From an optimization exercise on the open Yosys and OpenROAD flow, aimed at small area; shortcuts taken in it are not production practice. The RTL was checked by simulation tests, not by an equivalence proof against the original design.

## north
Design rv_core, start of the top module:
module rv_core #(parameter Nregs = 16,
                 parameter debug = 0,
                 parameter fpuen = 1 ) (
  input  logic clk,
  input  logic xreset,
  output u32_t i_adr,	 
  input  u32_t i_dr,	 
  output logic i_re,	 
  input  logic i_rdy,	 
  output u32_t d_adr,	 
  input  u32_t d_dr,	 
  output logic d_re,	 
  output u32_t d_dw,	 
  output u4_t  d_we,	 
  input  logic d_rdy,	 
  input  logic d_be,	 
  input  logic irq   
  );
function logic [63:0] exp_cinsn (input logic [15:0] ir);
  logic [31:0] exir, c_imm;
  c_insn_t c_dec;
  casez (ir[15:0])
  16'b000???????????00 : c_dec = {type_CIW,   CIMM9,   CX_NA,     CX2,   CRS2D,    7'h0,    3'h0,   7'h13 };   
  16'b010???????????00 : c_dec = { type_CL,   CIMM8,   CX_NA,   CRS1D,   CRS2D,    7'h0,    3'h2,   7'h03 };   
  16'b011???????????00 : c_dec = { type_CL,   CIMM8,   CX_NA,   CRS1D,   CRS2D,    7'h0,    3'h2,   7'h07 };   
  16'b110???????????00 : c_dec = { type_CS,   CIMM8,   CRS2D,   CRS1D,   CX_NA,    7'h0,    3'h2,   7'h23 };   
  16'b111???????????00 : c_dec = { type_CS,   CIMM8,   CRS2D,   CRS1D,   CX_NA,    7'h0,    3'h2,   7'h27 };   
  16'b0000000000000001 : c_dec = { type_CR,   CIMM0,   CX_NA,     CX0,     CX0,    7'h0,    3'h0,   7'h13 };   
  16'b000???????????01 : c_dec = { type_CI,  CIMM10,   CX_NA,    CRS1,    CRS1,    7'h0,    3'h0,   7'h13 };   
  16'b001???????????01 : c_dec = { type_CJ,   CIMM5,   CX_NA,   CX_NA,     CX1,    7'h0,    3'h0,   7'h6F };   
  16'b010???????????01 : c_dec = { type_CI,  CIMM10,   CX_NA,     CX0,    CRS1,    7'h0,    3'h0,   7'h13 };   
  16'b011?00010?????01 : c_dec = { type_CI,   CIMM7,   CX_NA,     CX2,     CX2,    7'h0,    3'h0,   7'h13 };   
  16'b011???????????01 : c_dec = { type_CI,   CIMM6,   CX_NA,   CX_NA,    CRS1,    7'h0,    3'h0,   7'h37 };   
  16'b100?00????????01 : c_dec = { type_CI,   CIMM4,   CRS2I,   CRS1D,   CRS1D,   7'h00,    3'h5,   7'h13 };   
  ...
Settings: LEC_CHECK=0, ABC_AREA=1, CAP_MARGIN=20, CORE_MARGIN=2, CORE_UTILIZATION=40, CTS_BUF_LIST=sky130_fd_sc_hd__clkbuf_8, CTS_CLUSTER_DIAMETER=80, CTS_CLUSTER_SIZE=12, SLEW_MARGIN=10; clock period 36.0 ns.
standard.sh (not shown) runs the stock make flow with config.mk's settings and CLKGATE_MAP_FILE= SYNTH_SCRIPT=/design/flow/synth_recipe.tcl, a recipe that flattens the netlist after the stock synthesis.
==> flow/flow/run.sh <==
#!/bin/bash
# Own layout flow = the standard ORFS flow with a re-mapped synthesis netlist.
#  2. fapol.py: choose the polarity of each full adder so that fewer inverters are needed
#  3. resynthesis: all combinational cells except full/half adders are dissolved into logic
#     and mapped again by ABC with an area-oriented script (flow/abc.script); registers,
#     adders and tie cells are kept as they are
#  5. the standard layout flow (bash standard.sh finish) on the chosen netlist, with the make
#     settings listed in flow/extra.txt (clock tree options, port buffer cell, buf_4 left out of timing repair)
# Each tool writes its full output to a log file of its own in this folder (log_*.txt).
set -uo pipefail
W=$(pwd)
F=$W/flow
R=orfs/results/${FLOW_PLATFORM}/rv_core/base
export PATH="$FLOW_HOME/../tools/install/yosys/bin:$FLOW_HOME/../tools/install/OpenROAD/bin:$PATH"

echo "== reference synthesis"
bash standard.sh synth > log_synth_reference.txt 2>&1 || { echo "reference synthesis failed"; exit 1; }
cp "$R/1_2_yosys.v" ref.v

LIB=$(make -s -C "$FLOW_HOME" DESIGN_CONFIG="$W/config.mk" WORK_HOME="$W/orfs" print-LIB_FILES 2>/dev/null | sed -n 's/^LIB_FILES: *//p' | awk '{print $1}')
DU=$(make -s -C "$FLOW_HOME" DESIGN_CONFIG="$W/config.mk" WORK_HOME="$W/orfs" print-DONT_USE_CELLS 2>/dev/null | sed -n 's/^DONT_USE_CELLS: *//p')
DUA=""; for c in $DU; do DUA="$DUA -dont_use $c"; done
printf 'set_driving_cell sky130_fd_sc_hd__buf_1\nset_load 5\n' > abc.constr

resyn() {  # $1 in.v  $2 out.v  $3 tag
  python3 "$F/fapol.py" "$1" "pol_$3.v" > "log_fapol_$3.txt" 2>&1 || return 1
  cat > "resyn_$3.ys" <<EOY
read_liberty -ignore_miss_func $LIB
read_verilog pol_$3.v
hierarchy -top ${FLOW_TOP}
setattr -mod -set keep_hierarchy 1 sky130_fd_sc_hd__fa_* sky130_fd_sc_hd__ha_* sky130_fd_sc_hd__*df* sky130_fd_sc_hd__conb_*
flatten
delete t:\$scopeinfo
opt_clean -purge
abc -script $F/abc.script -liberty $LIB $DUA -constr $W/abc.constr -D $(awk "BEGIN{print ${FLOW_PERIOD_NS}*1000}")
opt_clean -purge
setundef -zero
hilomap -singleton -hicell sky130_fd_sc_hd__conb_1 HI -locell sky130_fd_sc_hd__conb_1 LO
splitnets
opt_clean -purge
insbuf -buf sky130_fd_sc_hd__buf_4 A X
select ${FLOW_TOP}
tee -o stat_$3.txt stat -liberty $LIB
write_verilog -noattr -nohex -nodec -selected $2
EOY
  yosys -s "resyn_$3.ys" > "log_resyn_$3.txt" 2>&1 || return 1
}

use=ref.v
echo "== resynthesis"
if resyn ref.v mine1.v 1 && resyn mine1.v mine2.v 2 && resyn mine2.v mine3.v 3; then
  # candidates from the smallest area to the largest
  cands=$(for i in 1 2 3; do echo "$(sed -n "s/.*Chip area for module .*: //p" stat_$i.txt) mine$i.v"; done | sort -g | awk '{print $2}')
  for cand in $cands; do
    if python3 "$F/regcheck.py" ref.v $cand > log_regcheck_$cand.txt 2>&1 && \
       bash "$F/cec.sh" "$LIB" ref.v $cand > log_cec_$cand.txt 2>&1 && \
       grep -q "Networks are equivalent" log_cec_$cand.txt; then
      use=$cand; break
    fi
  done
fi
echo "netlist used: $use"
grep -i "chip area" orfs/reports/${FLOW_PLATFORM}/rv_core/base/synth_stat.txt stat_*.txt 2>/dev/null
if [[ $use != ref.v ]]; then
  cp $use "$R/1_2_yosys.v"
fi

echo "== layout"
# extra make variables for the layout steps (one assignment per line), e.g. CTS options
EXTRA=()
if [[ -f "$F/extra.txt" ]]; then
  while IFS= read -r line; do [[ -n "$line" && "$line" != \#* ]] && EXTRA+=("$line"); done < "$F/extra.txt"
fi
echo "extra layout settings: ${EXTRA[*]:-none}"
bash standard.sh "${EXTRA[@]}" finish > log_layout.txt 2>&1 || { echo "layout failed"; tail -20 log_layout.txt; exit 1; }
ls -la out/
==> flow/flow/extra.txt <==
CTS_ARGS=-sink_clustering_enable -repair_clock_nets -dont_use_dummy_load -sink_clustering_size 12 -sink_clustering_max_diameter 80 -buf_list {sky130_fd_sc_hd__clkbuf_8}
BUFFER_PORTS_ARGS=-buffer_cell sky130_fd_sc_hd__buf_1
DONT_USE_CELLS=sky130_fd_sc_hd__probe_p_8 sky130_fd_sc_hd__probec_p_8 sky130_fd_sc_hd__lpflow_bleeder_1 sky130_fd_sc_hd__lpflow_clkbufkapwr_1 sky130_fd_sc_hd__lpflow_clkbufkapwr_16 sky130_fd_sc_hd__lpflow_clkbufkapwr_2 sky130_fd_sc_hd__lpflow_clkbufkapwr_4 sky130_fd_sc_hd__lpflow_clkbufkapwr_8 sky130_fd_sc_hd__lpflow_clkinvkapwr_1 sky130_fd_sc_hd__lpflow_clkinvkapwr_16 sky130_fd_sc_hd__lpflow_clkinvkapwr_2 sky130_fd_sc_hd__lpflow_clkinvkapwr_4 sky130_fd_sc_hd__lpflow_clkinvkapwr_8 sky130_fd_sc_hd__lpflow_decapkapwr_12 sky130_fd_sc_hd__lpflow_decapkapwr_3 sky130_fd_sc_hd__lpflow_decapkapwr_4 sky130_fd_sc_hd__lpflow_decapkapwr_6 sky130_fd_sc_hd__lpflow_decapkapwr_8 sky130_fd_sc_hd__lpflow_inputiso0n_1 sky130_fd_sc_hd__lpflow_inputiso0p_1 sky130_fd_sc_hd__lpflow_inputiso1n_1 sky130_fd_sc_hd__lpflow_inputiso1p_1 sky130_fd_sc_hd__lpflow_inputisolatch_1 sky130_fd_sc_hd__lpflow_isobufsrc_1 sky130_fd_sc_hd__lpflow_isobufsrc_16 sky130_fd_sc_hd__lpflow_isobufsrc_2 sky130_fd_sc_hd__lpflow_isobufsrc_4 sky130_fd_sc_hd__lpflow_isobufsrc_8 sky130_fd_sc_hd__lpflow_isobufsrckapwr_16 sky130_fd_sc_hd__lpflow_lsbuf_lh_hl_isowell_tap_1 sky130_fd_sc_hd__lpflow_lsbuf_lh_hl_isowell_tap_2 sky130_fd_sc_hd__lpflow_lsbuf_lh_hl_isowell_tap_4 sky130_fd_sc_hd__lpflow_lsbuf_lh_isowell_4 sky130_fd_sc_hd__lpflow_lsbuf_lh_isowell_tap_1 sky130_fd_sc_hd__lpflow_lsbuf_lh_isowell_tap_2 sky130_fd_sc_hd__lpflow_lsbuf_lh_isowell_tap_4 sky130_fd_sc_hd__buf_4
Other scripts of this flow, unchanged in this note and not shown: flow/flow/abc.script, flow/flow/cec.sh, flow/flow/cutflops.py, flow/flow/fapol.py, flow/flow/regcheck.py
north reached the end of the flow, and the finished layout is clean on the timing, design-rule and antenna checks.
Input changes introduced in south (baseline for comparison: north):
# north
export LEC_CHECK = 0
export ABC_AREA = 1
export CAP_MARGIN = 20
export CORE_MARGIN = 2
export CORE_UTILIZATION = 40
export CTS_BUF_LIST = sky130_fd_sc_hd__clkbuf_8
export CTS_CLUSTER_DIAMETER = 80
export CTS_CLUSTER_SIZE = 12
export SLEW_MARGIN = 10
create_clock -name core_clock -period 36.0 [get_ports {clk}]
# south
export LEC_CHECK = 0
export ABC_AREA = 1
export CAP_MARGIN = 20
export CORE_MARGIN = 2
export CORE_UTILIZATION = 40
export CTS_CLUSTER_DIAMETER = 100
export CTS_CLUSTER_SIZE = 20
export SLEW_MARGIN = 10
create_clock -name core_clock -period 36.0 [get_ports {clk}]
-- flow/flow/extra.txt --
<<< north, line 1
CTS_ARGS=-sink_clustering_enable -repair_clock_nets -dont_use_dummy_load -sink_clustering_size 12 -sink_clustering_max_diameter 80 -buf_list {sky130_fd_sc_hd__clkbuf_8}
>>> south, line 1
CTS_ARGS=-sink_clustering_enable -repair_clock_nets -dont_use_dummy_load -sink_clustering_size 20 -sink_clustering_max_diameter 100
==> summary.txt <==
- The non-clock buffer count of south and that of north are within noise of each other.
- There was hardly any difference in global-route wire length before repair between north and south.
- south reports a lower count of clock-buffer cells in the layout than north does.
- Compared with north, the router placed fewer vias in south.
- In the tables for south and north, minimum period implied by the final worst setup slack reads lower with south.
- south has more setup slack than north.
Relative to south, the following input files were edited for east:
# south
export LEC_CHECK = 0
export ABC_AREA = 1
export CAP_MARGIN = 20
export CORE_MARGIN = 2
export CORE_UTILIZATION = 40
export CTS_CLUSTER_DIAMETER = 100
export CTS_CLUSTER_SIZE = 20
export SLEW_MARGIN = 10
create_clock -name core_clock -period 36.0 [get_ports {clk}]
# east
export LEC_CHECK = 0
export ABC_AREA = 1
export CAP_MARGIN = 30
export CORE_MARGIN = 2
export CORE_UTILIZATION = 40
export CTS_CLUSTER_DIAMETER = 100
export CTS_CLUSTER_SIZE = 20
export SLEW_MARGIN = 20
create_clock -name core_clock -period 36.0 [get_ports {clk}]
Notes after the runs:
From south to east the numbers moved as follows: first-pass GRT wire length flat.
Compared with south, east has extra setup slack.
The critical path depth on south is in line with that on east.
Against south, non-clock buffer count in east rose by a few percent.
Compared with south, in east cell count has increased; worst hold slack has increased; number of vias after detailed routing has increased.

[port drivers added, routing unchanged]
The flow's constraints put no driver on any port. The routed layouts listed below were extracted and timed again, unchanged, in two steps. Step 1 sets driving cells, clkbuf_16 on the clock port and buf_2 on the other inputs (assumed; they add their load-dependent delay and slew). Step 2, shift: input delay + t, output delay - t, t = (earliest + latest rising clock arrival at the registers) / 2. This alone moves slack from input paths to output paths. a / b / c = no drivers / after step 1 / after step 2; a / b = the first two.
run	t (ns)	setup WS [ns]	hold slack, ns	worst setup path at the end	worst register clock-pin slew, ns
north	1.130	1.085 / 0.961 / 2.091	0.429 / 0.429 / 0.429	register to output	0.10 / 0.10
south	0.873	1.098 / 0.988 / 1.860	0.384 / 0.384 / 0.384	register to output	0.10 / 0.10
east	0.875	1.235 / 1.127 / 2.002	0.404 / 0.404 / 0.404	register to output	0.10 / 0.10
After both steps every run listed still meets setup and hold.
